This is an optimization exercise on Yosys and OpenROAD, whose aim is small area, not a production implementation. Only simulation tests tie the RTL to the original design; equivalence was not proved. Power is estimated from default activity; no workload was simulated.

## alpha
// data_checker
module data_checker # (FREQ_HZ = 1000)
(
    input   clk, resetn,
    input   channel,
    input[31:0]     axis_pattern_tdata,
    input           axis_pattern_tvalid,
    output          axis_pattern_tready,
    input[511:0]    axis_eth_tdata,
    input           axis_eth_tvalid,
    input           axis_eth_tlast,
    input           axis_eth_tuser,
    output          axis_eth_tready,
    input[15:0]     PACKET_SIZE,
    input[31:0]     FRAME_SIZE,
    input[63:0]     RFD_ADDR, RFD_SIZE,
    input[63:0]     RMD_ADDR, RMD_SIZE,
    input[63:0]     RFC_ADDR,
    input[31:0]     PACKETS_PER_GROUP,
    output eth_active,
    output reg[63:0] total_packets_rcvd,
    output reg[63:0] malformed_packets,
    output reg[31:0] expected_fc,
    output reg[31:0] expected_frame_pattern,
    output    [63:0] expected_rdmx_addr,
    output    [15:0] expected_rdmx_seq,
    output    [17:0] error,
    output    [511:0] error_data,
    output all_good
);
function integer bits_for;
    input integer v;
    integer n;
    begin
        n = 1;
        while ((v >> n) != 0) n = n + 1;
        bits_for = n;
    end
endfunction
localparam DATA_TIMEOUT = FREQ_HZ * 2;
localparam TW = bits_for(DATA_TIMEOUT);
localparam RDMX_MAGIC = 16'h0122;
function [63:0] inc64;
    input [63:0] a;
    input        ci;
    integer j, k;
    reg cb, cs;
    begin
        cs = ci;
        for (j = 0; j < 8; j = j + 1) begin
            cb = cs;
            for (k = 0; k < 8; k = k + 1) begin
                inc64[8*j+k] = a[8*j+k] ^ cb;
                cb = cb & a[8*j+k];
            end
            cs = cs & (&a[8*j +: 8]);
        end
    end
endfunction
function [63:0] dec64;
    input [63:0] a;
    input        bi;
    integer j, k;
    reg cb, cs;
    begin
        cs = bi;
        for (j = 0; j < 8; j = j + 1) begin
            cb = cs;
            for (k = 0; k < 8; k = k + 1) begin
                dec64[8*j+k] = a[8*j+k] ^ cb;
                cb = cb & ~a[8*j+k];
            end
            cs = cs & ~(|a[8*j +: 8]);
        end
    end
endfunction
function [16:0] add16;
    input [15:0] a, b;
    integer k;
  ...
Size in the first run: ~5,500 cells after synthesis, about 1,800 I/O pins, about 54,000 µm² of cells after synthesis.
export LEC_CHECK = 0
export CAP_MARGIN = 10
export CELL_PAD_IN_SITES_DETAIL_PLACEMENT = 1
export CELL_PAD_IN_SITES_GLOBAL_PLACEMENT = 2
export CORE_AREA = 5 5 645 645
export DIE_AREA = 0 0 650 650
export PLACE_DENSITY = 0.4
export SLEW_MARGIN = 10
export SYNTH_HIERARCHICAL = 1
create_clock -name core_clock -period 10.0 [get_ports {clk}]
standard.sh (not shown) runs the stock make flow with config.mk's settings and CLKGATE_MAP_FILE= SYNTH_SCRIPT=/design/flow/synth_recipe.tcl, a recipe that flattens the netlist after the stock synthesis.
==> flow/flow/run.sh <==
#!/bin/bash
# Standard ORFS layout, with minimum-size port buffers and no CTS dummy loads.
set -euo pipefail
export BUFFER_PORTS_ARGS="-buffer_cell sky130_fd_sc_hd__buf_1"
export CTS_ARGS="-sink_clustering_enable -repair_clock_nets -dont_use_dummy_load -buf_list sky130_fd_sc_hd__clkbuf_4 -root_buf sky130_fd_sc_hd__clkbuf_8 -sink_clustering_size 8 -sink_clustering_max_diameter 40"
bash standard.sh > standard_flow.log 2>&1
For beta, these inputs were changed with respect to alpha:
Settings: SLEW_MARGIN: 10 -> 20; CAP_MARGIN: 10 -> 20.
==> flow/flow/run.sh <==
#!/bin/bash
# Standard ORFS layout, with minimum-size port buffers and no CTS dummy loads.
set -euo pipefail
export BUFFER_PORTS_ARGS="-buffer_cell sky130_fd_sc_hd__buf_1"
export CTS_ARGS="-sink_clustering_enable -repair_clock_nets -dont_use_dummy_load -buf_list sky130_fd_sc_hd__clkbuf_4 -root_buf sky130_fd_sc_hd__clkbuf_16 -sink_clustering_size 8 -sink_clustering_max_diameter 40"
bash standard.sh > standard_flow.log 2>&1
[summary]
Comparing alpha against beta, there is no change at all in simple-gate portion of the synthesized area. As far as share of flip-flops with an asynchronous set or reset goes, beta and alpha are indistinguishable; the numbers are identical. Between beta and alpha, the combinational share of power is higher for alpha. On total detailed-routing wirelength, beta and alpha are neck and neck. On beta: data required time at the worst endpoint is 0.02 ns lower than what alpha gave. [diff] final critical-path required period, beta relative to alpha: regression. On beta: final area is 0.59% higher than what alpha gave.

==> static timing again, ports no longer ideal <==
No port has a modelled driver above. Below, the same layouts with a new extraction and two added sets of constraints. Step 1, drivers: a clkbuf_16 drives clk and a buf_2 each remaining input, both assumed. Step 2, shift: input delay + t, output delay - t, t = (earliest + latest rising clock arrival at the registers) / 2. This alone moves slack from input paths to output paths. Three values: ideal, step 1, step 2; two values: the first two.
| run | shift t [ns] | setup WS [ns] | worst hold slack (ns) | latest minus earliest clock arrival (ns) | worst register clock-pin slew, ns |
|---|---|---|---|---|---|
| alpha | 1.196 | 2.118 / 2.168 / 0.973 | 0.427 / 0.427 / 0.427 | 0.188 / 0.187 | 0.10 / 0.10 |
| beta | 1.184 | 2.110 / 2.161 / 0.977 | 0.450 / 0.450 / 0.450 | 0.137 / 0.137 | 0.10 / 0.10 |
After both steps every run listed still meets setup and hold. The setup slack of alpha, which loses most, moves by +0.050 ns with the drivers and by -1.145 ns with both steps.
